What follows belongs to an exercise in optimizing a design on an open flow for small area and a short achievable clock period; a production flow would make more cautious choices.
At most, simulation tests tie the RTL to the original design; equivalence was not proved.
The RTL of runs 1 to 3 was laid out without a check of its function.
Power and IR drop assume default switching activity.

[design/flow/design.v]
module alu #(parameter DATA_WIDTH = 8, CMD_WIDTH = 4)(
        input clk, rst, MODE, CE,
        input [1:0]INP_VALID,
        input [CMD_WIDTH-1:0]CMD,
        input [DATA_WIDTH-1:0]OPA,OPB,
        input CIN,
        output reg [2*DATA_WIDTH:0]res,
        output reg cout, oflow, g, l, e, err
);
        wire iv11 = INP_VALID == 2'b11, iv10 = INP_VALID == 2'b10, iv01 = INP_VALID == 2'b01;
        wire i_sub  = MODE & iv11 & (CMD == 4'd1 || CMD == 4'd3 || CMD == 4'd8 || CMD == 4'd12);
        wire i_adds = MODE & iv11 & (CMD == 4'd11 || CMD == 4'd12);
        wire i_inca = MODE & iv10 & (CMD == 4'd4);
        wire i_deca = MODE & iv10 & (CMD == 4'd5);
        wire i_incb = MODE & iv01 & (CMD == 4'd6);
        wire i_decb = MODE & iv01 & (CMD == 4'd7);
        wire i_ror  = ~MODE & (CMD == 4'd13);
        wire m1 = MODE & (CMD == 4'd9);
        wire m2 = MODE & (CMD == 4'd10);
        wire [7:0] a_in = m1 ? OPA + 8'd1 : m2 ? {1'b0, OPA[7:1]} :
                          ({8{~(i_incb | i_decb)}} & OPA) | {8{i_decb}};
        wire [7:0] b_in = m1 ? OPB + 8'd1 :
                          i_ror ? {OPB[7:3], 3'd0 - OPB[2:0]} :
                          ({8{~(i_inca | i_deca)}} & OPB) | {8{i_deca}};
        reg ce_r;
        reg mode_r, cin_r;
        reg [1:0] iv_r;
        reg [3:0] cmd_r;
        reg [7:0] a_r, b_r;
        reg xe_r, ye_r, inv_r, ci_r;
        reg st1, st2;
        always @(posedge clk or posedge rst)
                if (rst) ce_r <= 1'b0;
                else ce_r <= CE;
        always @(posedge clk) begin
                mode_r <= MODE;
                cin_r  <= CIN;
                iv_r   <= INP_VALID;
                cmd_r  <= CMD;
                a_r    <= a_in;
                b_r    <= b_in;
                xe_r   <= i_adds & OPA[7] | i_decb;
                ye_r   <= i_adds & OPB[7] | i_deca;
                inv_r  <= i_sub;
                ci_r   <= (i_sub & ~(CMD == 4'd3)) | i_inca | i_incb | (MODE & (CMD == 4'd2) & CIN) | (MODE & (CMD == 4'd3) & ~CIN);
        end
        wire [15:0] c = 16'd1 << cmd_r;
        wire v11 = iv_r == 2'b11, v10 = iv_r == 2'b10, v01 = iv_r == 2'b01;
        wire am = ce_r & mode_r, lm = ce_r & ~mode_r;
        wire a11 = am & v11, l11 = lm & v11;
        wire op_add  = a11 & c[0];
        wire op_sub  = a11 & c[1];
        wire op_addc = a11 & c[2];
        wire op_subc = a11 & c[3];
        wire op_cmp  = a11 & c[8];
        wire op_mul  = a11 & (c[9] | c[10]);
        wire op_adds = a11 & c[11];
        wire op_subs = a11 & c[12];
        wire op_inca = am & v10 & c[4];
        wire op_deca = am & v10 & c[5];
        wire op_incb = am & v01 & c[6];
        wire op_decb = am & v01 & c[7];
        wire op_rot  = l11 & (c[12] | c[13]);
        wire sel_add  = op_add | op_sub | op_addc | op_subc | op_adds | op_subs |
                        op_inca | op_deca | op_incb | op_decb;
        wire sel_sext = op_sub | op_subc | op_deca | op_decb | op_adds | op_subs;
        wire sel_cout = op_add | op_addc | op_adds | op_subs;
        wire sel_ovc  = op_sub | (op_subc & ~cin_r) | op_inca | op_deca | op_incb | op_decb;
        wire sel_ovl  = op_subc & cin_r;
        wire sel_ovs  = op_adds | op_subs;
        wire sel_cmpu = op_cmp | op_subs;
        wire sel_mul  = op_mul & st2;
        wire ERR = (am & (v11 ? (c[4] | c[5] | c[6] | c[7] | c[13] | c[14] | c[15]) :
                          v10 ? ~(c[4] | c[5]) : v01 ? ~(c[6] | c[7]) : 1'b1)) |
                   (lm & (v11 ? (c[6] | c[7] | c[14] | c[15]) :
                          v10 ? ~c[6] : v01 ? ~c[7] : 1'b1)) |
                   (op_rot & (|b_r[7:4]));
        always @(posedge clk or posedge rst)
                if (rst) begin
                        st1 <= 1'b0;
                        st2 <= 1'b0;
                end else begin
                        st1 <= a11;
                        st2 <= st1;
                end
        reg [9:0] u0, u1, u2, u3;
        reg [11:0] w0, w1;
        always @(posedge clk) begin
                u0 <= a_r * b_r[1:0];
                u1 <= a_r * b_r[3:2];
                u2 <= a_r * b_r[5:4];
                u3 <= a_r * b_r[7:6];
                w0 <= u0 + {u1, 2'b0};
                w1 <= u2 + {u3, 2'b0};
        end
        wire [15:0] prod = {4'd0, w0} + {w1, 4'd0};
        wire [8:0] y9 = {ye_r, b_r} ^ {9{inv_r}};
        wire [8:0] s9 = {xe_r, a_r} + y9 + ci_r;
        wire eq = a_r == b_r;
        wire lt_s = {~a_r[7], a_r[6:0]} < {~b_r[7], b_r[6:0]};
        wire [15:0] rx = {8'd0, a_r} << b_r[2:0];
        wire [7:0] lres =
                ({8{l11 & c[0]}} & (a_r & b_r)) |
                ({8{l11 & c[1]}} & ~(a_r & b_r)) |
                ({8{l11 & c[2]}} & (a_r | b_r)) |
                ({8{l11 & c[3]}} & ~(a_r | b_r)) |
                ({8{l11 & c[4]}} & (a_r ^ b_r)) |
                ({8{l11 & c[5]}} & ~(a_r ^ b_r)) |
                ({8{lm & v10 & c[6]}} & ~a_r) |
                ({8{lm & v01 & c[7]}} & ~b_r) |
                ({8{l11 & c[8]}} & {1'b0, a_r[7:1]}) |
                ({8{l11 & c[9]}} & {a_r[6:0], 1'b0}) |
                ({8{l11 & c[10]}} & {1'b0, b_r[7:1]}) |
                ({8{l11 & c[11]}} & {b_r[6:0], 1'b0}) |
                ({8{op_rot}} & (rx[7:0] | rx[15:8]));
        wire [16:0] RES = {{8{sel_sext & s9[8]}}, {9{sel_add}} & s9} |
                          {1'b0, {8{op_rot}} & rx[15:8], lres} |
                          {1'b0, {16{sel_mul}} & prod};
        wire COUT  = sel_cout & s9[8];
        wire OFLOW = (sel_ovc & s9[8]) | (sel_ovl & s9[8] & ~eq) | (sel_ovs & (s9[8] ^ s9[7]));
        wire E = (sel_cmpu | op_adds) & eq;
        wire L = (sel_cmpu & s9[8]) | (op_adds & lt_s);
        wire G = (sel_cmpu & ~eq & ~s9[8]) | (op_adds & ~eq & ~lt_s);
        always @(posedge clk or posedge rst)
                if (rst) begin
                        res <= 0;
                        cout <= 0;
                        oflow <= 0;
                        g <= 0;
                        l <= 0;
                        e <= 0;
                        err <= 0;
                end else begin
                        res <= RES;
                        cout <= COUT;
                        oflow <= OFLOW;
                        g <= G;
                        l <= L;
                        e <= E;
                        err <= ERR;
                end
endmodule
[design/flow/run.sh]
#!/bin/bash
# synth_recipe.tcl (not shown) runs the flow's synth.tcl, then flattens the netlist and writes it again
# the make line also repeats each setting of config.mk as NAME=value (left out here)
make -C /OpenROAD-flow-scripts/flow DESIGN_CONFIG=/design/flow/config.mk WORK_HOME=/design/flow/orfs CLKGATE_MAP_FILE= SYNTH_SCRIPT=/design/flow/synth_recipe.tcl finish
[design/flow/config.mk]
export PLATFORM = sky130hd
export DESIGN_NAME = alu
export DESIGN_NICKNAME = alu
export VERILOG_FILES = /design/flow/design.v
export SDC_FILE = /design/flow/constraint.sdc
export NUM_CORES = 4
export LEC_CHECK = 0
export CAP_MARGIN = 20
export CORE_MARGIN = 2
export CORE_UTILIZATION = 60
export SETUP_SLACK_MARGIN = 2.5
export SLEW_MARGIN = 20
[design/flow/constraint.sdc]
create_clock -name core_clock -period 5.0 [get_ports {clk}]
set_input_delay 1.0000 -clock core_clock [delete_from_list [all_inputs] [get_ports {clk}]]
set_output_delay 1.0000 -clock core_clock [all_outputs]
set_load 0.01 [all_outputs]
==> summary.txt, run 1 <==
WS Path Type -> reg2reg
M1 WL -> 9678 um
Core Box Area -> 0.01335 mm2
WP data arrival -> 2920 ps
main combinational cell family by area after synthesis -> compound AO/OA/AOI/OAI gates
pwr dens -> 364.7 mW/mm2
CP required -> 5320 ps
XOR/XNOR share of the synthesized area -> 8.518%
met2 WL -> 11930 um
Max H-tree Level -> 4
worst min path class -> reg2reg
Logic pwr share -> 31.6%
Hold Path Stages -> 0
total wire length -> 24690 um
part of the power in the clock network -> 34.7%
fraction of registers with async set/reset -> 22.03%
Mapped Nets -> 1086
compound-gate portion of the synthesized area -> 19.01%
syn_area_per_cell -> 8.557 um2
Placement Rows -> 42
first-pass GRT wire length -> 38850 um
WL per Instance -> 20.27 um
Layout fillers -> 1046
Netlist cell types -> 81
Num CTS Buffers -> 17
Layout Nets -> 1152
Synth Flop Type -> dfxtp_1
IO buf count -> 49
Starting Density -> 61.74%
Vert. Die Dim -> 121.2 um
DRT iter0 DRCs -> 795
Pre-antenna DRT Iters -> 6
leakage -> 4.461 nW
worst reg-to-reg path cell count -> 12
post-synth top area share -> 22.35%
DR top layer -> met4
Max-Cap Viols -> 0
pins over their slew limit -> 0
Reg power frac -> 33.6%
CP Max Fanout -> 8
maximum clock rate -> 0.3840 GHz
adder-cell area share of the yosys netlist -> 15.40%
GP Congestion -> 0.9831
ant diodes -> 0
max_slew headroom -> 43.36%
endpoints failing setup -> 0
CTS tree -> done
clock transition at the registers of the reported paths -> 50 ps
Die ar. -> 0.01469 mm2
NetSw -> 0.001219 W
Synth area leaders -> dfxtp_1, ha_1, dfrtp_1
Setup TNS -> 0 ps
post-synthesis mux area share -> 2.855%
Mapped Cells -> 963
Post-Synthesis Cell Area -> 0.008240 mm2
Pint -> 0.002352 W
outcome -> complete, no violations
gr ovfl total -> 0
Max VDD drop -> 229.8 uV
Synth Register Bits -> 118
area post-placement -> 0.008801 mm2
CP peak stage delay -> 370 ps
WL met3 -> 1695 um
clock latency on the worst-skew pair -> 430 ps
worst-path cell chain -> xnor2_2 > fa_2 > inv_2 > fa_2 > a211oi_4 > nor2_2 > o211a_4 > nor2_8 > xor2_4 > a21o_4 > buf_4 > inv_2
fin crit period -> 2604 ps
Slew @ Worst Pin -> 846.5 ps
layout cell share with drive strength beyond 1 -> 14.11%
vias in the first global route -> 7548
post-route cell area -> 0.009793 mm2
clock root cell -> clkbuf_16
area grow syn2layout -> 18.84%
Global Route Usage Sum -> 34.44%
Via Count -> 7656
post-synthesis sequential area ratio -> 30.25%
largest net degree at the start of global routing -> 31
Fin. Hold Viols -> 0
simple-gate area share of the yosys netlist -> 18.80%
initial antenna violation count -> 0
crit end category -> flip-flop
Routed Antenna Nets -> 0
fin crit share -> 52.08%
YS warnings -> 1
Clock Tree Buf Depth -> 2
vias per cell -> 6.286
count of hold buffers inserted by post-cts repair -> 0
startpoint types -> flip-flop
total power -> 0.003571 W
Synth area leader -> dfxtp_1
CP max stage cell -> fa_2
Ports -> 50
number of flops mapped to enable cells by yosys -> 0
# clock sinks -> 118
detailed placement HPWL -> 17470 um
RSZ-0062 raised after global routing -> true
DRC -> 0
worst-case clock skew -> 11.60 ps
switching share of power -> 34.15%
die width -> 121.2 um
[power groups by stage]
| stage | Clock, W | Sequential (W) | Combinational, W |
|---|---|---|---|
| floorplan | 0 | 0.00116 | 0.000785 |
| global placement | 0 | 0.00122 | 0.000986 |
| detailed placement | 0 | 0.00122 | 0.00103 |
| CTS | 0.00125 | 0.00120 | 0.00108 |
| global route | 0.00129 | 0.00121 | 0.00124 |
| finish | 0.00124 | 0.00120 | 0.00113 |
[logic make-up after synthesis]
group | count (synthesis)
AND/OR/NAND/NOR | 320
XOR/XNOR | 78
AO/OA/AOI/OAI | 235
adder cells (fa/ha/maj) | 96
flip-flops | 118
multiplexers | 19
buffers and inverters | 97
[metrics by stage]
step	hold slack, ps	util, %	setup WS (ps)	instances
finish	330.0	73.37	2396	1218
global route	342.2	73.37	2318	1218
CTS	333.7	72.03	2336	1203
detailed placement	316.8	65.94	1312	1159
global placement	312.0	65.90	1439	1159
floorplan	309.6	-	2528	963
[cell usage in the layout, fill, tap and decap left out, types with 35 or more instances in the layout]
cell             instances
nor2_1                 106
ha_1                    87
nand2_1                 73
dfxtp_1                 73
a21oi_1                 52
inv_1                   51
o21ai_0                 49
clkdlybuf4s50_1         44
xnor2_1                 40
xor2_1                  35
[per-layer routing]
layer,up-vias,track usage (%)
met4,0,18.46
met3,101,6.532
met1,3638,39.75
met5,-,0
li1,3521,-
met2,396,60.11
[flip-flops by register name, summed over array words and instances, names as in the netlist, 2 cells and up]
register and flops:
b_r 8, u0 10, w0 12, iv_r 2, w1 12, u1 10, u2 10, u3 10
res 17, a_r 8, cmd_r 4
[synth_stat cells (12+ instances only)]
| cell | count |
|---|---|
| xor2_1 | 35 |
| o21ai_0 | 51 |
| nor2b_1 | 18 |
| dfxtp_1 | 92 |
| nand3_1 | 28 |
| a21o_1 | 14 |
| ha_1 | 87 |
| a22oi_1 | 17 |
| a21oi_1 | 52 |
| xnor2_1 | 42 |
| nor3_1 | 17 |
| buf_2 | 15 |
| nand2b_1 | 15 |
| nand2_1 | 74 |
| dfrtp_1 | 26 |
| nor2_1 | 109 |
| o22ai_1 | 12 |
| inv_1 | 58 |
[layout make-up]
class / count / area (um2) / share of cell area (%)
flip-flops and latches: 118 / 2539 / 25.92
inverters: 65 / 269.0 / 2.747
well taps: 176 / 220.2 / 2.249
multi-input cells: 748 / 5435 / 55.50
clock inverters: 13 / 145.1 / 1.482
clock buffers: 19 / 464.2 / 4.740
repair buffers: 79 / 720.7 / 7.359
[worst max-delay path, delay by kind of cell (launching register included)]
kind | cells | cell delay (ps)
xor gates and xnor gates | 2 | 380
adders and majority gates | 2 | 630
DFF | 1 | 360
and+or+nand+nor | 2 | 220
buffers and inverters | 3 | 200
AOI/OAI and AO/OA | 3 | 720
[timing repair]
action	4_1_cts	5_1_grt
gates cloned	0	0
resized for setup	49	28
pin swaps	10	5
setup endpoints to repair	48	30
setup buffers	12	15
[worst paths after layout]
path	start	end	slack, ps
setup / recovery	inv_r	res[16]	2400
hold / removal	u0[0]	w0[0]	330
setup reg to reg	inv_r	res[16]	2400
hold reg to reg	u0[0]	w0[0]	330
max in group asynchronous	rst	res[13]	3610
min in group asynchronous	rst	ce_r	970
==> run 2, diff against run 1 <==
--- a/design/flow/config.mk
+++ b/design/flow/config.mk
@@ -9,3 +9,6 @@
 export CORE_MARGIN = 2
-export CORE_UTILIZATION = 60
+export CORE_UTILIZATION = 50
+export CTS_BUF_LIST = sky130_fd_sc_hd__clkbuf_4 sky130_fd_sc_hd__clkbuf_8
+export CTS_CLUSTER_DIAMETER = 80
+export CTS_CLUSTER_SIZE = 40
 export SETUP_SLACK_MARGIN = 2.5
==> run 2 against run 1 <==
Clock skew grew 0.67 ps. Clock power decreased by 22%. Combinational power is essentially flat. Register-to-register slack improved by 97 ps. Critical path depth fell by 1. Sequential share of layout area grew 0.34 points. Total power fell by 8.3%. First-iteration DRC count shrank 23%. Clock-buffer cell count grew 3. Die area is 19% higher.
==> summary.txt, run 2 <==
IO buf count -> 49
CTS tree -> done
Num CTS Buffers -> 17
commonest non-fill, non-tap cell in the layout -> nor2_1
CP required -> 5300 ps
Global Route Usage Sum -> 27.44%
post-synthesis sequential area ratio -> 30.25%
Post-Synthesis Cell Area -> 0.008240 mm2
Synth Flop Type -> dfxtp_1
Placement Rows -> 46
fin crit share -> 50.13%
most frequent cells in the layout -> nor2_1, ha_1, dfxtp_1, nand2_1, inv_1
Pre-antenna DRT Iters -> 5
Via Count -> 7213
crit end category -> flip-flop
RSZ-0062 raised after global routing -> true
fraction of registers with async set/reset -> 22.03%
switching share of power -> 34.16%
area grow syn2layout -> 16.85%
DR top layer -> met4
Mapped Nets -> 1086
Max-Cap Viols -> 0
Routed Antenna Nets -> 0
CP peak stage delay -> 370 ps
Fin. Hold Viols -> 0
Synth area leader -> dfxtp_1
endpoints failing setup -> 0
area post-placement -> 0.008869 mm2
M1 WL -> 10770 um
Layout Nets -> 1148
Reg power frac -> 37.0%
initial antenna violation count -> 0
CP Max Fanout -> 8
Slew @ Worst Pin -> 937.4 ps
CP max stage cell -> fa_2
first-pass GRT wire length -> 37370 um
detailed placement HPWL -> 18190 um
Netlist cell types -> 81
pins over their slew limit -> 0
biggest regs -> res (17), w0 (12), w1 (12)
maximum clock rate -> 0.3989 GHz
max FFs per register -> 17
Pint -> 0.002157 W
Ports -> 50
worst-path cell chain -> xnor2_2 > fa_2 > inv_2 > fa_2 > a211oi_2 > nor2_2 > o211a_4 > nor2_8 > xor2_4 > a21o_4 > o221ai_2
count of hold buffers inserted by post-cts repair -> 0
Synth area leaders -> dfxtp_1, ha_1, dfrtp_1
fin crit period -> 2507 ps
WL met3 -> 1453 um
gr ovfl total -> 0
Max VDD drop -> 183.4 uV
largest net degree at the start of global routing -> 31
Core Box Area -> 0.01600 mm2
clock latency on the worst-skew pair -> 450 ps
Mapped Cells -> 963
startpoint types -> flip-flop
vias per cell -> 5.761
Logic pwr share -> 33.4%
NetSw -> 0.001119 W
WL per Instance -> 18.88 um
layout cell share with drive strength beyond 1 -> 12.84%
max_slew headroom -> 37.44%
met2 WL -> 11070 um
Clock Tree Buf Depth -> 2
outcome -> complete, no violations
syn_area_per_cell -> 8.557 um2
pwr dens -> 340.2 mW/mm2
total wire length -> 23640 um
largest reg by FF count -> res
post-synth top area share -> 22.35%
worst-case clock skew -> 12.27 ps
die width -> 132.4 um
part of the power in the clock network -> 29.6%
DRT iter0 DRCs -> 616
WP data arrival -> 2810 ps
top-count cell post-synth -> nor2_1
worst min path class -> reg2reg
WS Path Type -> reg2reg
Setup TNS -> 0 ps
Max H-tree Level -> 4
Vert. Die Dim -> 132.4 um
Synth Register Bits -> 118
post-route cell area -> 0.009629 mm2
most frequent CP cell -> fa_2
ant diodes -> 0
YS warnings -> 1
clock root cell -> clkbuf_8
DRC -> 0
# clock sinks -> 118
clock transition at the registers of the reported paths -> 60 ps
Post-synth top cells -> nor2_1, dfxtp_1, ha_1
number of flops mapped to enable cells by yosys -> 0
leakage -> 4.367 nW
Die ar. -> 0.01752 mm2
Starting Density -> 51.50%
vias in the first global route -> 6952
GP Congestion -> 0.9732
==> run 2: cell count changes in the layout (fill, tap and decap cells not counted), sizes merged <==
cell,delta
buf,-5
clkbuf,+3
clkinv,-3
clkinvlp,-3
bufinv,+2
clkdlybuf4s15,+1
inv,-1
==> run 2: worst paths after layout <==
kind	start	end	slack [ps]	depth (start not counted)
max	b_r[0]	res[11]	2490	11
min	u0[0]	w0[0]	330	0
max reg2reg	b_r[0]	res[11]	2490	11
min reg2reg	u0[0]	w0[0]	330	0
max in group asynchronous	rst	res[0]	3340	2
min in group asynchronous	rst	g	1080	2
==> run 2: cell type report <==
type / instances / area (um2)
Fill cell: 1443 / 6371
Tap cell: 216 / 270.3
Sequential cell: 118 / 2529
Inverter: 65 / 274.0
Multi-Input combinational cell: 748 / 5404
Clock buffer: 22 / 296.5
Timing Repair Buffer: 75 / 709.4
Clock inverter: 8 / 146.4
==> run 2: repair_timing <==
| action | 4_1_cts | 5_1_grt |
|---|---|---|
| gates resized for setup | 41 | 26 |
| setup buffers | 8 | 12 |
| hold endpoints to repair | 0 | 0 |
| pin swaps | 2 | 5 |
| endpoints found under the setup margin | 41 | 34 |
==> run 2: stage by stage <==
stage	total power, W	util [%]	hold WS [ps]	setup WS [ps]	cells
final	0.003276	60.18	329.2	2493	1252
after global routing	0.003458	60.18	332.5	2404	1252
after CTS	0.003270	59.11	328.8	2490	1240
after detailed placement	0.002278	55.43	313.5	1399	1202
after global placement	0.002245	55.43	312.2	1469	1202
after floorplan	0.001948	-	309.6	2528	963
==> run 2: per-layer routing <==
metal  GRT usage [%]  up-vias
met5               0        -
met4           7.407        0
met3           6.228       30
met2           44.04      196
met1           37.22     3471
li1                -     3516
==> run 2: power groups by stage <==
stage / Sequential (W) / Combinational (W) / Clock [W]
2_1_floorplan: 0.00116 / 0.000785 / 0
3_3_place_gp: 0.00123 / 0.00102 / 0
3_5_place_dp: 0.00123 / 0.00105 / 0
4_1_cts: 0.00121 / 0.00107 / 0.000989
5_1_grt: 0.00122 / 0.00121 / 0.00103
6_report: 0.00121 / 0.00110 / 0.000970
==> run 2: logic make-up after synthesis <==
group,synth area share [%]
fa+ha+maj,15.40
simple gates,18.80
flops,30.25
buf+inv,5.178
mux,2.854
xor+xnor,8.518
compound gates,19.01
==> run 2: worst max-delay path: cells and delay by family (launching register included) <==
kind                     cells  cell delay (ps)
AO/OA/AOI/OAI                4              770
adder cells (fa/ha/maj)      2              610
XOR/XNOR                     2              400
flip-flops                   1              360
AND/OR/NAND/NOR              2              190
buffers and inverters        1               40
==> run 3, diff against run 2 <==
--- a/design/flow/design.v
+++ b/design/flow/design.v
@@ -9,2 +9,27 @@
 );
+        function [16:0] ks_add(input [15:0] x, input [15:0] y, input c);
+                reg [16:0] kg, kp, kg2, kp2;
+                integer i, d;
+                begin
+                        kg[0] = c;
+                        kp[0] = 1'b0;
+                        for (i = 0; i < 16; i = i + 1) begin
+                                kg[i+1] = x[i] & y[i];
+                                kp[i+1] = x[i] ^ y[i];
+                        end
+                        for (d = 1; d < 17; d = d * 2) begin
+                                kg2 = kg;
+                                kp2 = kp;
+                                for (i = d; i < 17; i = i + 1) begin
+                                        kg2[i] = kg[i] | (kp[i] & kg[i-d]);
+                                        kp2[i] = kp[i] & kp[i-d];
+                                end
+                                kg = kg2;
+                                kp = kp2;
+                        end
+                        for (i = 0; i < 16; i = i + 1)
+                                ks_add[i] = x[i] ^ y[i] ^ kg[i];
+                        ks_add[16] = kg[16];
+                end
+        endfunction
         wire iv11 = INP_VALID == 2'b11, iv10 = INP_VALID == 2'b10, iv01 = INP_VALID == 2'b01;
@@ -22,4 +47,7 @@
         wire [7:0] b_in = m1 ? OPB + 8'd1 :
-                          i_ror ? {OPB[7:3], 3'd0 - OPB[2:0]} :
-                          ({8{~(i_inca | i_deca)}} & OPB) | {8{i_deca}};
+                          i_ror ? {OPB[7:3], 3'd0 - OPB[2:0]} : OPB;
+        wire use_b = MODE & ((iv11 & (CMD == 4'd0 || CMD == 4'd1 || CMD == 4'd2 || CMD == 4'd3 ||
+                                      CMD == 4'd8 || CMD == 4'd11 || CMD == 4'd12)) |
+                             (iv01 & (CMD == 4'd6 || CMD == 4'd7)));
+        wire [8:0] yb_in = ({9{use_b}} & ({i_adds & OPB[7], OPB} ^ {9{i_sub}})) | {9{i_deca}};
         reg ce_r;
@@ -29,3 +57,4 @@
         reg [7:0] a_r, b_r;
-        reg xe_r, ye_r, inv_r, ci_r;
+        reg xe_r, ci_r;
+        reg [8:0] yb_r;
         reg st1, st2;
@@ -42,4 +71,3 @@
                 xe_r   <= i_adds & OPA[7] | i_decb;
-                ye_r   <= i_adds & OPB[7] | i_deca;
-                inv_r  <= i_sub;
+                yb_r   <= yb_in;
                 ci_r   <= (i_sub & ~(CMD == 4'd3)) | i_inca | i_incb | (MODE & (CMD == 4'd2) & CIN) | (MODE & (CMD == 4'd3) & ~CIN);
@@ -87,13 +115,20 @@
         reg [11:0] w0, w1;
+        wire [16:0] u0w = ks_add({8'd0, a_r & {8{b_r[0]}}}, {7'd0, a_r & {8{b_r[1]}}, 1'b0}, 1'b0);
+        wire [16:0] u1w = ks_add({8'd0, a_r & {8{b_r[2]}}}, {7'd0, a_r & {8{b_r[3]}}, 1'b0}, 1'b0);
+        wire [16:0] u2w = ks_add({8'd0, a_r & {8{b_r[4]}}}, {7'd0, a_r & {8{b_r[5]}}, 1'b0}, 1'b0);
+        wire [16:0] u3w = ks_add({8'd0, a_r & {8{b_r[6]}}}, {7'd0, a_r & {8{b_r[7]}}, 1'b0}, 1'b0);
+        wire [16:0] w0w = ks_add({6'd0, u0}, {4'd0, u1, 2'd0}, 1'b0);
+        wire [16:0] w1w = ks_add({6'd0, u2}, {4'd0, u3, 2'd0}, 1'b0);
         always @(posedge clk) begin
-                u0 <= a_r * b_r[1:0];
-                u1 <= a_r * b_r[3:2];
-                u2 <= a_r * b_r[5:4];
-                u3 <= a_r * b_r[7:6];
-                w0 <= u0 + {u1, 2'b0};
-                w1 <= u2 + {u3, 2'b0};
+                u0 <= u0w[9:0];
+                u1 <= u1w[9:0];
+                u2 <= u2w[9:0];
+                u3 <= u3w[9:0];
+                w0 <= w0w[11:0];
+                w1 <= w1w[11:0];
         end
-        wire [15:0] prod = {4'd0, w0} + {w1, 4'd0};
-        wire [8:0] y9 = {ye_r, b_r} ^ {9{inv_r}};
-        wire [8:0] s9 = {xe_r, a_r} + y9 + ci_r;
+        wire [16:0] prodw = ks_add({4'd0, w0}, {w1, 4'd0}, 1'b0);
+        wire [15:0] prod = prodw[15:0];
+        wire [16:0] s9w = ks_add({7'd0, xe_r, a_r}, {7'd0, yb_r}, ci_r);
+        wire [8:0] s9 = s9w[8:0];
         wire eq = a_r == b_r;
--- a/design/flow/config.mk
+++ b/design/flow/config.mk
@@ -13,3 +13,3 @@
 export CTS_CLUSTER_SIZE = 40
-export SETUP_SLACK_MARGIN = 2.5
+export SETUP_SLACK_MARGIN = 2.7
 export SLEW_MARGIN = 20
==> run 3 against run 2 <==
Final cell count rose by 4.4%. Register-to-register slack improved by 250 ps. Sequential share of layout area rose by 0.37 points. Non-clock buffer count rose by 23. Fmax rose by 11%. Critical path type unchanged. Highest routed layer unchanged.
==> summary.txt, run 3 <==
CP required -> 5290 ps
post-synthesis mux area share -> 2.621%
Ports -> 50
pwr dens -> 323.2 mW/mm2
Post-synth top cells -> nor2_1, dfxtp_1, ha_1
worst reg-to-reg path cell count -> 7
WP data arrival -> 2540 ps
clock latency on the worst-skew pair -> 450 ps
fin crit period -> 2256 ps
Core Box Area -> 0.01652 mm2
FF-to-FF setup slack -> 2740 ps
post-synthesis sequential area ratio -> 31.15%
most frequent cells in the layout -> nor2_1, ha_1, dfxtp_1, nand2_1, o21ai_0
Mapped Nets -> 1115
Netlist cell types -> 86
DRT iter0 DRCs -> 650
worst-path cell chain -> clkinvlp_4 > buf_4 > ha_1 > xor2_1 > a222oi_1 > nor3b_2 > o311ai_0
Via Count -> 7545
vias in the first global route -> 7058
Synth area leaders -> dfxtp_1, ha_1, dfrtp_1
endpoints failing setup -> 0
Global Route Usage Sum -> 27.54%
Setup TNS -> 0 ps
Hold Path Stages -> 0
Fin. Hold Viols -> 0
Clock Tree Buf Depth -> 2
compound-gate portion of the synthesized area -> 18.79%
initial antenna violation count -> 0
pins over their slew limit -> 0
# clock sinks -> 125
Vert. Die Dim -> 134.0 um
Post-Synthesis Cell Area -> 0.008451 mm2
largest reg by FF count -> res
max_slew headroom -> 54.17%
CP max stage cell -> dfxtp_4
top-count cell post-synth -> nor2_1
main combinational cell family by area after synthesis -> simple AND/OR/NAND/NOR gates
Max VDD drop -> 214.3 uV
CP Max Fanout -> 10
DR top layer -> met4
met2 WL -> 11560 um
startpoint types -> flip-flop
XOR/XNOR share of the synthesized area -> 8.499%
ant diodes -> 0
outcome -> complete, no violations
fin crit share -> 45.12%
Finished Layout Cells -> 1307
largest net degree at the start of global routing -> 29
WL met3 -> 1531 um
WS Path Type -> reg2reg
max FFs per register -> 17
Die ar. -> 0.01796 mm2
RSZ-0062 raised after global routing -> true
DRC -> 0
Synth Register Bits -> 125
simple-gate area share of the yosys netlist -> 18.88%
Pre-antenna DRT Iters -> 6
Layout Utilization -> 61.22%
vias per cell -> 5.773
Routed Antenna Nets -> 0
worst min path class -> reg2reg
adder-cell area share of the yosys netlist -> 14.92%
CTS tree -> done
syn_area_per_cell -> 8.519 um2
total wire length -> 24570 um
area grow syn2layout -> 19.71%
number of flops mapped to enable cells by yosys -> 0
clock transition at the registers of the reported paths -> 70 ps
leakage -> 4.464 nW
IO buf count -> 49
crit end category -> flip-flop
Synth area leader -> dfxtp_1
YS warnings -> 1
Max H-tree Level -> 4
Starting Density -> 51.14%
fraction of registers with async set/reset -> 20.80%
Layout fillers -> 1537
Slew @ Worst Pin -> 682.3 ps
commonest non-fill, non-tap cell in the layout -> nor2_1
Num CTS Buffers -> 17
Placement Rows -> 47
GP Congestion -> 0.9329
hold_ws -> 328.4 ps
gr ovfl total -> 0
maximum clock rate -> 0.4433 GHz
post-synth top area share -> 23.45%
Mapped Cells -> 992
worst-case clock skew -> 9.668 ps
layout cell share with drive strength beyond 1 -> 16.28%
M1 WL -> 10400 um
die width -> 134.0 um
CP peak stage delay -> 470 ps
detailed placement HPWL -> 17950 um
biggest regs -> res (17), w0 (12), w1 (12)
Synth Flop Type -> dfxtp_1
Layout Nets -> 1197
dpl cells -> 1231
clock root cell -> clkbuf_8
Max-Cap Viols -> 0
WL per Instance -> 18.79 um
first-pass GRT wire length -> 38130 um
==> run 3: logic make-up after synthesis <==
group | count (synthesis)
and+or+nand+nor | 324
AOI/OAI and AO/OA | 242
DFF | 125
buffers and inverters | 105
adders and majority gates | 96
xor gates and xnor gates | 82
muxes | 18
==> run 3: layout make-up <==
class | instances | area, um2 | share of cell area (%)
Timing Repair Buffer | 98 | 867.1 | 8.571
Inverter | 70 | 306.5 | 3.030
Tap cell | 220 | 275.3 | 2.721
Clock buffer | 18 | 247.7 | 2.449
Multi-Input combinational cell | 762 | 5582 | 55.18
Clock inverter | 14 | 143.9 | 1.422
Sequential cell | 125 | 2694 | 26.63
==> run 3: final timing paths <==
check / from / end
worst max register to register: a_r[2] / res[2]
worst max-delay path: a_r[2] / res[2]
worst min-delay path: u2[1] / w1[1]
min in group asynchronous: rst / ce_r
worst min register to register: u2[1] / w1[1]
max in group asynchronous: rst / res[4]
==> run 3: through the flow <==
step	total power (W)	instance area, um2	setup WS (ps)
5_1_grt	0.003477	10120	2623
2_1_floorplan	0.002023	8461	2705
6_report	0.003269	10120	2744
3_5_place_dp	0.002323	9089	1712
3_3_place_gp	0.002322	9089	1737
4_1_cts	0.003227	9728	2611
==> run 3: repair_timing <==
| action | in CTS | in global routing |
|---|---|---|
| resized for setup | 88 | 65 |
| hold endpoints to repair | 0 | 0 |
| hold buffers | 0 | 0 |
| setup buffers | 18 | 26 |
| setup endpoints to repair | 88 | 46 |
| pin swaps | 3 | 16 |
==> run 3: per-layer routing <==
layer  track usage, %  up-vias
met5                0        -
met4            12.00        0
met3            6.160       83
met2            46.01      302
met1            34.15     3478
li1                 -     3682
==> run 3: critical path, delay by kind of cell, from the launching register on <==
| kind | cells | cell delay [ps] |
|---|---|---|
| adder cells (fa/ha/maj) | 1 | 310 |
| buffers and inverters | 2 | 430 |
| flip-flops | 1 | 470 |
| AO/OA/AOI/OAI | 2 | 410 |
| XOR/XNOR | 1 | 160 |
| AND/OR/NAND/NOR | 1 | 310 |
==> run 3: where the power goes <==
group	internal [W]	total [W]	switching [W]
clock network	0.000455	0.000876	0.000421
logic	0.000505	0.00112	0.000617
registers	0.00115	0.00127	0.000121
total	0.00211	0.00327	0.00116
==> run 4, diff against run 3 <==
--- a/design/flow/design.v
+++ b/design/flow/design.v
@@ -113,8 +113,21 @@
                 end
-        reg [9:0] u0, u1, u2, u3;
+        reg [7:0] mx;
+        reg [3:0] d1, d2, d3;
+        reg [9:0] m3;
         reg [11:0] w0, w1;
-        wire [16:0] u0w = ks_add({8'd0, a_r & {8{b_r[0]}}}, {7'd0, a_r & {8{b_r[1]}}, 1'b0}, 1'b0);
-        wire [16:0] u1w = ks_add({8'd0, a_r & {8{b_r[2]}}}, {7'd0, a_r & {8{b_r[3]}}, 1'b0}, 1'b0);
-        wire [16:0] u2w = ks_add({8'd0, a_r & {8{b_r[4]}}}, {7'd0, a_r & {8{b_r[5]}}, 1'b0}, 1'b0);
-        wire [16:0] u3w = ks_add({8'd0, a_r & {8{b_r[6]}}}, {7'd0, a_r & {8{b_r[7]}}, 1'b0}, 1'b0);
+        wire [16:0] m3w = ks_add({8'd0, a_r}, {7'd0, a_r, 1'b0}, 1'b0);
+        always @(posedge clk) begin
+                mx <= a_r;
+                d1 <= {b_r[7:6] == 2'd1, b_r[5:4] == 2'd1, b_r[3:2] == 2'd1, b_r[1:0] == 2'd1};
+                d2 <= {b_r[7:6] == 2'd2, b_r[5:4] == 2'd2, b_r[3:2] == 2'd2, b_r[1:0] == 2'd2};
+                d3 <= {b_r[7:6] == 2'd3, b_r[5:4] == 2'd3, b_r[3:2] == 2'd3, b_r[1:0] == 2'd3};
+                m3 <= m3w[9:0];
+        end
+        function [9:0] digit(input e1, input e2, input e3, input [7:0] x, input [9:0] x3);
+                digit = ({10{e1}} & {2'd0, x}) | ({10{e2}} & {1'b0, x, 1'b0}) | ({10{e3}} & x3);
+        endfunction
+        wire [9:0] u0 = digit(d1[0], d2[0], d3[0], mx, m3);
+        wire [9:0] u1 = digit(d1[1], d2[1], d3[1], mx, m3);
+        wire [9:0] u2 = digit(d1[2], d2[2], d3[2], mx, m3);
+        wire [9:0] u3 = digit(d1[3], d2[3], d3[3], mx, m3);
         wire [16:0] w0w = ks_add({6'd0, u0}, {4'd0, u1, 2'd0}, 1'b0);
@@ -122,6 +135,2 @@
         always @(posedge clk) begin
-                u0 <= u0w[9:0];
-                u1 <= u1w[9:0];
-                u2 <= u2w[9:0];
-                u3 <= u3w[9:0];
                 w0 <= w0w[11:0];
--- a/design/flow/config.mk
+++ b/design/flow/config.mk
@@ -11,5 +11,5 @@
 export CTS_BUF_LIST = sky130_fd_sc_hd__clkbuf_4 sky130_fd_sc_hd__clkbuf_8
-export CTS_CLUSTER_DIAMETER = 80
-export CTS_CLUSTER_SIZE = 40
-export SETUP_SLACK_MARGIN = 2.7
+export CTS_CLUSTER_DIAMETER = 150
+export CTS_CLUSTER_SIZE = 60
+export SETUP_SLACK_MARGIN = 2.8
 export SLEW_MARGIN = 20
==> run 4 against run 3 <==
Still clean. Core utilization rose by 1.8 points. Register-to-register slack worse by 210 ps. Critical path depth is 5 higher. Sequential cell count fell by 11. Die area down 9.9%. Combinational power fell by 4%. Non-clock buffer count rose by 12. Critical endpoint is now w0[10]. Highest routed layer unchanged.
==> summary.txt, run 4 <==
outcome -> complete, no violations
DRT iter0 DRCs -> 828
largest net degree at the start of global routing -> 36
Logic pwr share -> 34.4%
GP Congestion -> 0.9243
count of hold buffers inserted by post-cts repair -> 0
post-synthesis sequential area ratio -> 31.80%
area post-placement -> 0.008165 mm2
worst-case clock skew -> 15.60 ps
Max VDD drop -> 365.1 uV
Synth area leader -> dfxtp_1
Global Route Usage Sum -> 29.00%
clock latency on the worst-skew pair -> 450 ps
YS warnings -> 1
Routed Antenna Nets -> 0
part of the power in the clock network -> 28.2%
Pre-antenna DRT Iters -> 9
Netlist cell types -> 76
Layout fillers -> 1302
top-count cell post-synth -> dfxtp_1
Slew @ Worst Pin -> 650.2 ps
total wire length -> 23550 um
Fin. Hold Viols -> 0
Synth Register Bits -> 114
area grow syn2layout -> 24.97%
vias in the first global route -> 6750
endpoints failing setup -> 0
vias per cell -> 6.055
hold_ws -> 359.2 ps
first-pass GRT wire length -> 36230 um
CP required -> 5330 ps
commonest non-fill, non-tap cell in the layout -> inv_1
ant diodes -> 0
switching share of power -> 36.74%
Synth area leaders -> dfxtp_1, ha_1, dfrtp_1
RSZ-0062 raised after global routing -> true
syn_area_per_cell -> 8.620 um2
number of flops mapped to enable cells by yosys -> 0
Ports -> 50
clock transition at the registers of the reported paths -> 70 ps
Post-Synthesis Cell Area -> 0.007586 mm2
gr ovfl total -> 0
Reg power frac -> 37.4%
most frequent cells in the layout -> inv_1, nand2_1, dfxtp_1, ha_1, buf_4
Num CTS Buffers -> 17
Core Box Area -> 0.01503 mm2
DRC -> 0
Vert. Die Dim -> 127.2 um
Post-synth top cells -> dfxtp_1, inv_1, nand2_1
Clock Tree Buf Depth -> 2
startpoint types -> flip-flop
detailed placement HPWL -> 16870 um
crit end category -> flip-flop
worst min path class -> reg2reg
Placement Rows -> 45
Pint -> 0.001983 W
fraction of registers with async set/reset -> 22.81%
Layout Nets -> 1061
initial antenna violation count -> 0
WP data arrival -> 2800 ps
pins over their slew limit -> 0
worst-path cell chain -> a222oi_1 > inv_1 > ha_2 > inv_2 > fa_2 > inv_2 > a21o_1 > a21oi_2 > o21bai_1 > a21o_1 > a31oi_1 > xor2_1
post-route cell area -> 0.009480 mm2
NetSw -> 0.001151 W
Max-Cap Viols -> 0
layout cell share with drive strength beyond 1 -> 22.10%
WL per Instance -> 20.28 um
CP max stage cell -> dfxtp_4
CP Max Fanout -> 4
Synth Flop Type -> dfxtp_1
maximum clock rate -> 0.4050 GHz
fin crit share -> 49.38%
# clock sinks -> 114
Die ar. -> 0.01617 mm2
post-synth top area share -> 23.22%
Via Count -> 7030
clock root cell -> clkbuf_8
CTS tree -> done
pwr dens -> 330.6 mW/mm2
Max H-tree Level -> 4
biggest regs -> res (17), w0 (12), w1 (12)
setup ws final -> 2531 ps
WS Path Type -> reg2reg
largest reg by FF count -> res
Starting Density -> 50.46%
Mapped Nets -> 981
max_slew headroom -> 56.09%
max FFs per register -> 17
leakage -> 4.350 nW
Setup TNS -> 0 ps
die width -> 127.2 um
CP peak stage delay -> 370 ps
Mapped Cells -> 880
dpl ws -> 1909 ps
fin crit period -> 2469 ps
IO buf count -> 49
==> run 4: cell count changes after synthesis, sizes merged, moves of 11 or more <==
cell | before | now
o21ai | 67 | 50
nor2 | 129 | 55
ha | 88 | 69
nor3 | 23 | 11
a222oi | 3 | 29
dfxtp | 99 | 88
inv | 62 | 76
clkbuf | 14 | 30
==> run 4: timing repair <==
action	in CTS	in global routing
resized for setup	110	64
setup buffers	28	27
endpoints found under the setup margin	83	53
pin swaps	40	36
cloned	1	1
==> run 4: critical path, delay by kind of cell, from the launching register on <==
kind / cells / cell delay [ps]
adder cells (fa/ha/maj): 2 / 400
XOR/XNOR: 1 / 280
flip-flops: 1 / 370
AO/OA/AOI/OAI: 6 / 1130
buffers and inverters: 3 / 180
==> run 4: routing by layer <==
metal / part of all wire [%] / wire [um] / vias to the layer above / global-route usage, %
met5: 0 / 0 / - / 0
met4: 2.4 / 571 / 0 / 11.18
met3: 6.8 / 1592 / 48 / 6.658
met2: 46 / 10910 / 314 / 45.32
met1: 44 / 10480 / 3338 / 39.20
li1: - / - / 3330 / -
==> run 4: per-stage QoR <==
stage                     total power (W)  utilization, %  std cells
after global routing             0.003302           63.06       1161
final                            0.003134           63.06       1161
after detailed placement         0.002098           54.32       1071
after floorplan                  0.001814               -        880
after CTS                        0.003066           60.07       1132
after global placement           0.002077           54.32       1071
==> run 4: power by group through the flow <==
stage	combinational (W)	clock, W	sequential (W)
after floorplan	0.000703	0	0.00111
after global placement	0.000884	0	0.00119
after detailed placement	0.000902	0	0.00120
after CTS	0.000989	0.000903	0.00117
after global routing	0.00118	0.000942	0.00118
final	0.00108	0.000883	0.00117
==> run 4: worst paths after layout <==
kind                        from  endpoint  slack (ps)  depth (start not counted)
max                        d2[0]    w0[10]        2530                         12
min                          st1       st2         360                          0
max reg2reg                d2[0]    w0[10]        2530                         12
min reg2reg                  st1       st2         360                          0
max in group asynchronous    rst   res[11]        3790                          3
min in group asynchronous    rst      ce_r         770                          2
==> run 4: kinds of logic (layout without fill, tap and decap cells) <==
family,count (synthesis),after routing,share of synthesized area (%)
simple gates,217,219,14.00
xor+xnor,72,72,8.313
fa+ha+maj,74,74,12.70
compound gates,258,258,23.82
flops,114,114,31.80
mux,17,17,2.622
buf+inv,128,219,6.746
==> run 4: cell type report <==
| class | count | area, um2 | area share, % |
|---|---|---|---|
| tap | 188 | 235.2 | 2.481 |
| clock buffer | 17 | 234.0 | 2.468 |
| sequential | 114 | 2495 | 26.32 |
| inverter | 77 | 294.0 | 3.101 |
| multi-input combinational | 640 | 5079 | 53.57 |
| clock inverter | 15 | 172.7 | 1.821 |
| timing repair buffer | 110 | 970.9 | 10.24 |
==> run 5, diff against run 4 <==
==> design/flow/flow/run.sh (new file) <==
#!/bin/bash
# The standard layout, with plain buffers (buf_2) as the port buffers
# instead of the delay buffers buffer_ports picks by default.
set -euo pipefail
export BUFFER_PORTS_ARGS="-buffer_cell sky130_fd_sc_hd__buf_2"
bash standard.sh > standard.log 2>&1
==> design/flow/standard.sh (new file) <==
#!/bin/bash
# synth_recipe.tcl (not shown) runs the flow's synth.tcl, then flattens the netlist and writes it again
# the make line also repeats each setting of config.mk as NAME=value (left out here)
make -C /OpenROAD-flow-scripts/flow DESIGN_CONFIG=/design/flow/config.mk WORK_HOME=/design/flow/orfs CLKGATE_MAP_FILE= SYNTH_SCRIPT=/design/flow/synth_recipe.tcl "${@:-finish}"
removed: design/flow/run.sh
==> run 5 against run 4 <==
Still clean. Register-to-register slack gained 50 ps. Total power grew 1.7%. Non-clock buffer count shrank 12. Largest cell class unchanged. Highest routed layer unchanged.
==> summary.txt, run 5 <==
Routed Antenna Nets -> 0
Starting Density -> 50.46%
most frequent cells in the layout -> nand2_1, inv_1, ha_1, dfxtp_1, nor2_1
syn_area_per_cell -> 8.620 um2
Synth area leaders -> dfxtp_1, ha_1, dfrtp_1
CP required -> 5340 ps
Core Box Area -> 0.01503 mm2
Mapped Nets -> 981
GP Congestion -> 0.9405
number of flops mapped to enable cells by yosys -> 0
layout cell share with drive strength beyond 1 -> 25.44%
pins over their slew limit -> 0
Layout Nets -> 1047
Synth Register Bits -> 114
crit end category -> flip-flop
Max-Cap Viols -> 0
Post-Synthesis Cell Area -> 0.007586 mm2
area grow syn2layout -> 20.25%
Netlist cell types -> 76
Die ar. -> 0.01617 mm2
outcome -> complete, no violations
initial antenna violation count -> 0
Synth Flop Type -> dfxtp_1
Max VDD drop -> 213.1 uV
detailed placement HPWL -> 16810 um
fraction of registers with async set/reset -> 22.81%
endpoints failing setup -> 0
gr ovfl total -> 0
clock root cell -> clkbuf_8
Vert. Die Dim -> 127.2 um
Post-synth top cells -> dfxtp_1, inv_1, nand2_1
WP data arrival -> 2760 ps
Via Count -> 7008
vias in the first global route -> 6604
fin crit share -> 48.41%
largest net degree at the start of global routing -> 27
Clock Tree Buf Depth -> 2
setup ws final -> 2580 ps
maximum clock rate -> 0.4132 GHz
die width -> 127.2 um
Placement Rows -> 45
total wire length -> 23040 um
vias per cell -> 6.110
DRC -> 0
biggest regs -> res (17), w0 (12), w1 (12)
Slew @ Worst Pin -> 908.7 ps
fin crit period -> 2420 ps
Ports -> 50
worst min path class -> reg2reg
Mapped Cells -> 880
post-synthesis sequential area ratio -> 31.80%
ant diodes -> 0
Setup TNS -> 0 ps
# clock sinks -> 114
max FFs per register -> 17
first-pass GRT wire length -> 36280 um
clock transition at the registers of the reported paths -> 80 ps
startpoint types -> flip-flop
post-synth top area share -> 23.22%
YS warnings -> 1
IO buf count -> 49
pwr dens -> 349.2 mW/mm2
Synth area leader -> dfxtp_1
Layout Utilization -> 60.68%
largest reg by FF count -> res
commonest non-fill, non-tap cell in the layout -> nand2_1
clock latency on the worst-skew pair -> 450 ps
worst-case clock skew -> 10.02 ps
top-count cell post-synth -> dfxtp_1
Pre-antenna DRT Iters -> 7
leakage -> 4.171 nW
Max H-tree Level -> 4
WL per Instance -> 20.08 um
WS Path Type -> reg2reg
Fin. Hold Viols -> 0
DRT iter0 DRCs -> 894
Num CTS Buffers -> 17
RSZ-0062 raised after global routing -> true
Global Route Usage Sum -> 29.03%
CP Max Fanout -> 8
CTS tree -> done
max_slew headroom -> 39.36%
dpl ws -> 1976 ps
[run 5: cell counts after synthesis]
No cell type changed its count.
[run 5: cells by family (layout without fill, tap and decap cells)]
family,after synthesis,count (layout),synth area share (%)
AOI/OAI and AO/OA,258,258,23.82
xor gates and xnor gates,72,72,8.313
adders and majority gates,74,74,12.70
buffers and inverters,128,207,6.746
DFF,114,114,31.80
muxes,17,17,2.622
and+or+nand+nor,217,217,14.00
[run 5: final cells by class]
| class | instances | area (um2) |
|---|---|---|
| repair buffers | 98 | 651.9 |
| multi-input cells | 638 | 5004 |
| inverters | 77 | 295.3 |
| clock inverters | 13 | 182.7 |
| well taps | 188 | 235.2 |
| flip-flops and latches | 114 | 2492 |
| fillers | 1310 | 5911 |
| clock buffers | 19 | 261.5 |
[run 5: final timing paths]
path / slack, ps / cells past startpoint / end / start
worst min register to register: 350 / 0 / st2 / st1
max in group asynchronous: 3700 / 2 / res[14] / rst
worst max-delay path: 2580 / 12 / w0[10] / d1[0]
worst max register to register: 2580 / 12 / w0[10] / d1[0]
min in group asynchronous: 740 / 2 / st1 / rst
worst min-delay path: 350 / 0 / st2 / st1
[run 5: routing by layer]
layer / track usage, % / vias to the layer above / wire (um)
li1: - / 3312 / -
met1: 39.33 / 3304 / 10150
met2: 45.70 / 339 / 10480
met3: 6.533 / 53 / 1715
met4: 10.54 / 0 / 696
met5: 0 / - / 0
[run 5: timing repair]
item | 4_1_cts | 5_1_grt
hold buffers | 0 | 0
buffers inserted | 24 | 20
pin swaps | 40 | 25
endpoints found under the setup margin | 34 | 50
gates resized for setup | 58 | 63
[run 5: worst max-delay path, cell delays in order, from the launching register on]
cell      delay, ps
dfxtp_1         410
a222oi_1        290
inv_1            80
ha_2            200
inv_2            60
fa_2            210
inv_2            30
a21o_1          160
a21oi_2         150
o21bai_1         90
a21o_1          190
a31oi_1         160
xor2_1          290
[run 5: metrics by stage]
| stage | cell area, um2 | hold WS (ps) | total power (W) | std cells |
|---|---|---|---|---|
| finish | 9123 | 352.0 | 0.003186 | 1147 |
| global route | 9123 | 372.0 | 0.003357 | 1147 |
| detailed placement | 7920 | 347.2 | 0.002068 | 1071 |
| floorplan | 7670 | 331.2 | 0.001814 | 880 |
| global placement | 7920 | 337.9 | 0.002053 | 1071 |
| CTS | 8713 | 354.4 | 0.003112 | 1127 |
[run 5: report_power, final]
group | switching, W | internal (W)
logic | 0.000562 | 0.000483
clock network | 0.000390 | 0.000567
registers | 0.000152 | 0.00103
==> run 6, diff against run 5 <==
--- a/design/flow/design.v
+++ b/design/flow/design.v
@@ -42,2 +42,4 @@
         wire i_ror  = ~MODE & (CMD == 4'd13);
+        wire i_shra = ~MODE & (CMD == 4'd8);
+        wire i_shla = ~MODE & (CMD == 4'd9);
         wire m1 = MODE & (CMD == 4'd9);
@@ -47,3 +49,4 @@
         wire [7:0] b_in = m1 ? OPB + 8'd1 :
-                          i_ror ? {OPB[7:3], 3'd0 - OPB[2:0]} : OPB;
+                          i_ror ? {OPB[7:3], 3'd0 - OPB[2:0]} :
+                          i_shla ? {OPB[7:3], 3'd1} : i_shra ? {OPB[7:3], 3'd7} : OPB;
         wire use_b = MODE & ((iv11 & (CMD == 4'd0 || CMD == 4'd1 || CMD == 4'd2 || CMD == 4'd3 ||
@@ -116,3 +119,3 @@
         reg [9:0] m3;
-        reg [11:0] w0, w1;
+        reg [15:0] w0, w1;
         wire [16:0] m3w = ks_add({8'd0, a_r}, {7'd0, a_r, 1'b0}, 1'b0);
@@ -132,9 +135,15 @@
         wire [9:0] u3 = digit(d1[3], d2[3], d3[3], mx, m3);
-        wire [16:0] w0w = ks_add({6'd0, u0}, {4'd0, u1, 2'd0}, 1'b0);
-        wire [16:0] w1w = ks_add({6'd0, u2}, {4'd0, u3, 2'd0}, 1'b0);
+        wire [15:0] r0 = {6'd0, u0};
+        wire [15:0] r1 = {4'd0, u1, 2'd0};
+        wire [15:0] r2 = {2'd0, u2, 4'd0};
+        wire [15:0] r3 = {u3, 6'd0};
+        wire [15:0] cs1 = r0 ^ r1 ^ r2;
+        wire [15:0] cc1 = {(r0[14:0] & r1[14:0]) | (r0[14:0] & r2[14:0]) | (r1[14:0] & r2[14:0]), 1'b0};
+        wire [15:0] cs2 = cs1 ^ cc1 ^ r3;
+        wire [15:0] cc2 = {(cs1[14:0] & cc1[14:0]) | (cs1[14:0] & r3[14:0]) | (cc1[14:0] & r3[14:0]), 1'b0};
         always @(posedge clk) begin
-                w0 <= w0w[11:0];
-                w1 <= w1w[11:0];
+                w0 <= cs2;
+                w1 <= cc2;
         end
-        wire [16:0] prodw = ks_add({4'd0, w0}, {w1, 4'd0}, 1'b0);
+        wire [16:0] prodw = ks_add(w0, w1, 1'b0);
         wire [15:0] prod = prodw[15:0];
@@ -145,16 +154,16 @@
         wire [15:0] rx = {8'd0, a_r} << b_r[2:0];
-        wire [7:0] lres =
-                ({8{l11 & c[0]}} & (a_r & b_r)) |
-                ({8{l11 & c[1]}} & ~(a_r & b_r)) |
-                ({8{l11 & c[2]}} & (a_r | b_r)) |
-                ({8{l11 & c[3]}} & ~(a_r | b_r)) |
-                ({8{l11 & c[4]}} & (a_r ^ b_r)) |
-                ({8{l11 & c[5]}} & ~(a_r ^ b_r)) |
-                ({8{lm & v10 & c[6]}} & ~a_r) |
-                ({8{lm & v01 & c[7]}} & ~b_r) |
-                ({8{l11 & c[8]}} & {1'b0, a_r[7:1]}) |
-                ({8{l11 & c[9]}} & {a_r[6:0], 1'b0}) |
-                ({8{l11 & c[10]}} & {1'b0, b_r[7:1]}) |
-                ({8{l11 & c[11]}} & {b_r[6:0], 1'b0}) |
-                ({8{op_rot}} & (rx[7:0] | rx[15:8]));
+        wire [3:0] tt = ({4{l11 & c[0]}} & 4'b1000) |
+                        ({4{l11 & c[1]}} & 4'b0111) |
+                        ({4{l11 & c[2]}} & 4'b1110) |
+                        ({4{l11 & c[3]}} & 4'b0001) |
+                        ({4{l11 & c[4]}} & 4'b0110) |
+                        ({4{l11 & c[5]}} & 4'b1001) |
+                        ({4{lm & v10 & c[6]}} & 4'b0011) |
+                        ({4{lm & v01 & c[7]}} & 4'b0101);
+        wire sel_lo = op_rot | (l11 & c[9]);
+        wire sel_hi = op_rot | (l11 & c[8]);
+        wire [7:0] lres = (a_r & b_r & {8{tt[3]}}) | (a_r & ~b_r & {8{tt[2]}}) |
+                          (~a_r & b_r & {8{tt[1]}}) | (~a_r & ~b_r & {8{tt[0]}}) |
+                          ({8{l11 & c[10]}} & {1'b0, b_r[7:1]}) | ({8{l11 & c[11]}} & {b_r[6:0], 1'b0}) |
+                          ({8{sel_lo}} & rx[7:0]) | ({8{sel_hi}} & rx[15:8]);
         wire [16:0] RES = {{8{sel_sext & s9[8]}}, {9{sel_add}} & s9} |
--- a/design/flow/config.mk
+++ b/design/flow/config.mk
@@ -13,3 +13,3 @@
 export CTS_CLUSTER_SIZE = 60
-export SETUP_SLACK_MARGIN = 2.8
+export SETUP_SLACK_MARGIN = 3.0
 export SLEW_MARGIN = 20
==> run 6 against run 5 <==
Synthesized cell count fell by 7.8%. Critical path depth down 4. Synthesized area is 1.4% lower. Still clean. Highest routed layer unchanged. Largest cell class unchanged. First-iteration DRC count increased by 6.6%. Clock-buffer cell count is the same. Register-to-register slack improved by 310 ps. Die area fell by 1.3%. Total power decreased by 9.6%. Sequential power is essentially flat.
==> summary.txt, run 6 <==
clock latency on the worst-skew pair -> 450 ps
number of flops mapped to enable cells by yosys -> 0
pwr dens -> 309.4 mW/mm2
endpoints failing setup -> 0
max FFs per register -> 17
vias in the first global route -> 6351
WP data arrival -> 2440 ps
Layout fillers -> 1224
total wire length -> 23250 um
Netlist cell types -> 75
fin crit share -> 42.27%
outcome -> complete, no violations
YS warnings -> 1
detailed placement HPWL -> 16280 um
die width -> 126.3 um
count of hold buffers inserted by post-cts repair -> 0
worst min path class -> reg2reg
WS Path Type -> reg2reg
max_slew headroom -> 59.21%
Layout Nets -> 1015
Starting Density -> 51.28%
top-count cell post-synth -> dfxtp_1
post-synthesis sequential area ratio -> 33.05%
worst reg-to-reg path cell count -> 8
Clock Tree Buf Depth -> 2
post-route cell area -> 0.009304 mm2
first-pass GRT wire length -> 35240 um
startpoint types -> flip-flop
clock transition at the registers of the reported paths -> 70 ps
dpl ws -> 2152 ps
Post-synth top cells -> dfxtp_1, ha_1, inv_1
crit end category -> flip-flop
leakage -> 4.188 nW
gr ovfl total -> 0
Routed Antenna Nets -> 0
GP Congestion -> 0.9221
Synth area leaders -> dfxtp_1, ha_1, dfrtp_1
RSZ-0062 raised after global routing -> true
Synth area leader -> dfxtp_1
Via Count -> 6822
Global Route Usage Sum -> 28.38%
DRT iter0 DRCs -> 953
vias per cell -> 6.219
Max VDD drop -> 213.0 uV
Synth Flop Type -> dfxtp_1
worst-case clock skew -> 9.844 ps
Placement Rows -> 44
DRC -> 0
IO buf count -> 49
layout cell share with drive strength beyond 1 -> 31.00%
most frequent cells in the layout -> inv_1, ha_1, buf_4, dfxtp_1, nand2_1
Num CTS Buffers -> 17
syn_area_per_cell -> 9.224 um2
Mapped Nets -> 926
Max H-tree Level -> 4
ant diodes -> 0
Synth Register Bits -> 117
Mapped Cells -> 811
maximum clock rate -> 0.4731 GHz
Hold Path Stages -> 0
area grow syn2layout -> 24.37%
post-synth top area share -> 24.35%
Ports -> 50
initial antenna violation count -> 0
Slew @ Worst Pin -> 608.3 ps
CP Max Fanout -> 4
CP required -> 5330 ps
Setup TNS -> 0 ps
Pre-antenna DRT Iters -> 11
setup ws final -> 2886 ps
Post-Synthesis Cell Area -> 0.007481 mm2
total power -> 0.002879 W
Vert. Die Dim -> 126.3 um
WL per Instance -> 21.20 um
CTS tree -> done
clock root cell -> clkbuf_8
footprint of the multi-input gates -> 0.005037 mm2
biggest regs -> res (17), w0 (16), w1 (11)
largest net degree at the start of global routing -> 27
largest reg by FF count -> res
Seq. cell area -> 0.002576 mm2
Fin. Hold Viols -> 0
fraction of registers with async set/reset -> 22.22%
# clock sinks -> 117
Max-Cap Viols -> 0
area post-placement -> 0.007838 mm2
fin crit period -> 2114 ps
Die ar. -> 0.01596 mm2
Core Box Area -> 0.01459 mm2
pins over their slew limit -> 0
## run 6: cells by family after synthesis
group / Yosys count / synth area share (%)
compound gates: 224 / 22.33
simple gates: 210 / 14.12
flops: 117 / 33.05
buf+inv: 112 / 5.988
fa+ha+maj: 88 / 16.32
xor+xnor: 42 / 4.917
mux: 18 / 3.278
## run 6: metal layers
layer  vias up  GRT usage [%]  share of wire, %  routed length [um]
met5         -              0                 0                   0
met4         0          11.83               2.7                 618
met1      3284          39.74                45               10440
met2       358          42.85                44               10300
met3        49          5.905               8.2                1899
li1       3131              -                 -                   -
## run 6: critical path, stage by stage (launching register included)
cell and delay (ps):
dfxtp_4 370, buf_6 120, ha_4 230, a211o_4 360, a211oi_2 220, o21ai_0 120, a21oi_1 160, xnor2_1 90
a211o_1 310
## run 6: final cells by class
class,instances,area share [%]
Multi-Input combinational cell,582,54.14
Tap cell,184,2.474
Sequential cell,117,27.69
Clock inverter,13,1.076
Clock buffer,19,2.743
Inverter,66,2.811
Timing Repair Buffer,116,9.064
## run 6: final timing paths
kind | start | end | slack [ps]
hold reg to reg | st1 | st2 | 360
setup reg to reg | a_r[0] | res[6] | 2890
setup / recovery | a_r[0] | res[6] | 2890
hold / removal | st1 | st2 | 360
max in group asynchronous | rst | g | 4070
min in group asynchronous | rst | res[8] | 500
## run 6: power breakdown
| group | internal [W] | total [W] | switching [W] |
|---|---|---|---|
| Clock | 0.000364 | 0.000773 | 0.000409 |
| Combinational | 0.000410 | 0.000926 | 0.000517 |
| Sequential | 0.00106 | 0.00118 | 0.000124 |
## run 6: timing repair
action | CTS | global route
pin swaps | 14 | 45
buffers inserted | 33 | 31
gates resized for setup | 73 | 80
endpoints found under the setup margin | 37 | 44
## run 6: stage by stage
step           hold slack [ps]  util (%)  cells
2_1_floorplan            331.2         -    811
3_3_place_gp             333.9     53.72   1000
3_5_place_dp             348.5     53.72   1000
4_1_cts                  355.1     59.86   1065
5_1_grt                  356.3     63.77   1097
6_report                 355.0     63.77   1097
==> run 7, diff against run 6 <==
--- a/design/flow/config.mk
+++ b/design/flow/config.mk
@@ -13,3 +13,3 @@
 export CTS_CLUSTER_SIZE = 60
-export SETUP_SLACK_MARGIN = 3.0
+export SETUP_SLACK_MARGIN = 2.8
 export SLEW_MARGIN = 20
==> run 7 against run 6 <==
Die area unchanged. Largest cell class unchanged. Final cell count is 4.6% lower. Core utilization decreased by 5.4 points. Register-to-register slack worse by 30 ps. Worst hold slack improved by 15 ps. Sequential cell count unchanged. Non-clock buffer count down 50. Critical path depth down 1. Clock-buffer cell count decreased by 1. Combinational power decreased by 9.1%. Setup slack worse by 32 ps.
==> summary.txt, run 7 <==
worst reg-to-reg path cell count -> 7
ant diodes -> 0
YS warnings -> 1
Num CTS Buffers -> 17
Slew @ Worst Pin -> 679.3 ps
IO buf count -> 49
most frequent cells in the layout -> ha_1, dfxtp_1, inv_1, nand2_1, nor2_1
Synth area leaders -> dfxtp_1, ha_1, dfrtp_1
adder-cell area share of the yosys netlist -> 16.32%
Netlist cell types -> 75
Mapped Nets -> 926
GP Congestion -> 0.9708
Post-synth top cells -> dfxtp_1, ha_1, inv_1
vias per cell -> 6.191
Synth Flop Type -> dfxtp_1
syn_area_per_cell -> 9.224 um2
most frequent CP cell -> a211o_1
Max VDD drop -> 197.1 uV
Worst path depth -> 7
CP required -> 5330 ps
clock latency on the worst-skew pair -> 460 ps
max_slew headroom -> 54.71%
Max H-tree Level -> 4
max FFs per register -> 17
crit end category -> flip-flop
post-synth top area share -> 24.35%
setup ws final -> 2854 ps
post-synthesis mux area share -> 3.278%
leakage -> 3.920 nW
Routed Antenna Nets -> 0
top-count cell post-synth -> dfxtp_1
startpoint types -> flip-flop
Starting Density -> 51.28%
Max-Cap Viols -> 0
endpoints failing setup -> 0
Fin. Hold Viols -> 0
simple-gate area share of the yosys netlist -> 14.12%
first-pass GRT wire length -> 34440 um
Core Box Area -> 0.01459 mm2
main combinational cell family by area after synthesis -> compound AO/OA/AOI/OAI gates
RSZ-0062 raised after global routing -> true
vias in the first global route -> 6177
Clock Tree Buf Depth -> 2
DRC -> 0
Layout Nets -> 965
DRT iter0 DRCs -> 843
XOR/XNOR share of the synthesized area -> 4.917%
total wire length -> 21820 um
largest reg by FF count -> res
dpl ws -> 2095 ps
CTS tree -> done
largest net degree at the start of global routing -> 27
CP max stage cell -> dfxtp_4
detailed placement HPWL -> 16480 um
biggest regs -> res (17), w0 (16), w1 (11)
layout cell share with drive strength beyond 1 -> 19.58%
Synth area leader -> dfxtp_1
Post-Synthesis Cell Area -> 0.007481 mm2
pwr dens -> 350.8 mW/mm2
Buffers & Inverters on Critical Path -> 0
fraction of registers with async set/reset -> 22.22%
Ports -> 50
Pre-antenna DRT Iters -> 11
Die ar. -> 0.01596 mm2
Hold Path Stages -> 0
Via Count -> 6482
Mapped Cells -> 811
clock root cell -> clkbuf_8
WL per Instance -> 20.84 um
number of flops mapped to enable cells by yosys -> 0
Synth Register Bits -> 117
Layout fillers -> 1325
fin crit share -> 42.92%
gr ovfl total -> 0
# clock sinks -> 117
WS Path Type -> reg2reg
compound-gate portion of the synthesized area -> 22.33%
Placement Rows -> 44
CP Max Fanout -> 4
area grow syn2layout -> 13.88%
CP delay by family, top -> compound AO/OA/AOI/OAI gates
CP peak stage delay -> 370 ps
post-synthesis sequential area ratio -> 33.05%
worst-path cell chain -> ha_1 > a211o_1 > a211oi_2 > o21ai_1 > a21oi_1 > xnor2_1 > a211o_1
outcome -> complete, no violations
clock transition at the registers of the reported paths -> 80 ps
Global Route Usage Sum -> 27.77%
WP data arrival -> 2480 ps
die width -> 126.3 um
fin crit period -> 2146 ps
pins over their slew limit -> 0
initial antenna violation count -> 0
maximum clock rate -> 0.4660 GHz
Setup TNS -> 0 ps
Vert. Die Dim -> 126.3 um
worst-case clock skew -> 14.13 ps
worst min path class -> reg2reg
## run 7: logic make-up after synthesis
logic type      count (synthesis)
buf+inv                       112
compound gates                224
mux                            18
fa+ha+maj                      88
xor+xnor                       42
flops                         117
simple gates                  210
## run 7: final timing paths
kind	startpoint	end	slack [ps]
worst max-delay path	a_r[0]	res[6]	2850
worst min-delay path	st1	st2	370
worst max register to register	a_r[0]	res[6]	2850
worst min register to register	st1	st2	370
max in group asynchronous	rst	g	4020
min in group asynchronous	rst	res[15]	580
## run 7: repair_timing
item / in CTS / in global routing
gates cloned: 0 / 0
setup endpoints to repair: 25 / 27
hold buffers: 0 / 0
hold endpoints to repair: 0 / 0
gates resized for setup: 35 / 26
pin swaps: 4 / 12
buffers inserted: 3 / 13
## run 7: power by group
group          switching (W)  internal, W
Sequential          0.000132      0.00105
Clock               0.000437     0.000522
Combinational       0.000483     0.000359
## run 7: metrics by stage
step / std cells / cell area [um2] / utilization (%) / power (W) / hold slack (ps)
5_1_grt: 1047 / 8519 / 58.40 / 0.003155 / 371.8
2_1_floorplan: 811 / 7511 / - / 0.001717 / 331.2
3_5_place_dp: 999 / 7769 / 53.25 / 0.001974 / 353.8
4_1_cts: 1034 / 8325 / 57.07 / 0.002950 / 368.0
3_3_place_gp: 999 / 7769 / 53.25 / 0.001967 / 346.7
6_report: 1047 / 8519 / 58.40 / 0.002989 / 369.8
## run 7: layout make-up
cell class,instances,area (um2),area share (%)
Sequential cell,117,2527,29.67
Clock buffer,18,247.7,2.908
Clock inverter,14,188.9,2.218
Timing Repair Buffer,66,375.4,4.406
Tap cell,184,230.2,2.702
Multi-Input combinational cell,582,4698,55.15
Inverter,66,251.5,2.952
## run 7: worst reg2reg max path: cells and delay by family (launching register included)
kind	cells	cell delay [ps]
XOR/XNOR	1	110
flip-flops	1	370
AO/OA/AOI/OAI	5	1220
adder cells (fa/ha/maj)	1	310
## run 7: routing by layer
metal  vias to the layer above  routed length, um  global-route usage, %
met1                      3097              10120                  38.99
met2                       312               9528                  41.90
met4                         0                397                  8.533
li1                       3039                  -                      -
met5                         -                  0                      0
met3                        34               1775                  7.550

[static timing again, ports no longer ideal]
How much do the figures lean on ideal ports? The routed layouts below were timed once more, with nothing changed but the port constraints. Step 1 (the two cells are an assumption about what drives the block):
set clk [get_ports {clk}]
set_driving_cell -lib_cell sky130_fd_sc_hd__clkbuf_16 $clk
set_driving_cell -lib_cell sky130_fd_sc_hd__buf_2 [delete_from_list [all_inputs] $clk]
Step 2 moves the port delays by t, midway between the first and last clock arrival at a register: inputs arrive t later, outputs are due t later. That takes back most of the time a late clock gives input paths. Three values: ideal, step 1, step 2; two values: the first two.
| run | t, ns | setup slack, ns | hold WS [ns] | latest minus earliest clock arrival (ns) | worst data-port slew with drivers (ns) |
|---|---|---|---|---|---|
| run 1 | 0.465 | 2.396 / 2.396 / 2.141 | 0.330 / 0.330 / 0.330 | 0.012 / 0.012 | 0.04 |
| run 2 | 0.481 | 2.493 / 2.493 / 2.192 | 0.329 / 0.329 / 0.329 | 0.012 / 0.012 | 0.04 |
| run 3 | 0.492 | 2.744 / 2.744 / 2.343 | 0.328 / 0.328 / 0.328 | 0.010 / 0.010 | 0.03 |
| run 4 | 0.479 | 2.531 / 2.531 / 2.428 | 0.359 / 0.359 / 0.359 | 0.016 / 0.015 | 0.04 |
| run 5 | 0.481 | 2.580 / 2.580 / 2.460 | 0.352 / 0.352 / 0.352 | 0.010 / 0.010 | 0.03 |
| run 6 | 0.483 | 2.886 / 2.886 / 2.624 | 0.355 / 0.355 / 0.355 | 0.010 / 0.010 | 0.03 |
| run 7 | 0.497 | 2.854 / 2.854 / 2.468 | 0.370 / 0.370 / 0.370 | 0.015 / 0.015 | 0.03 |
After both steps setup and hold are still met in every run listed. The setup slack of run 3, which loses most, moves by 0.000 ns with the drivers and by -0.401 ns with both steps.
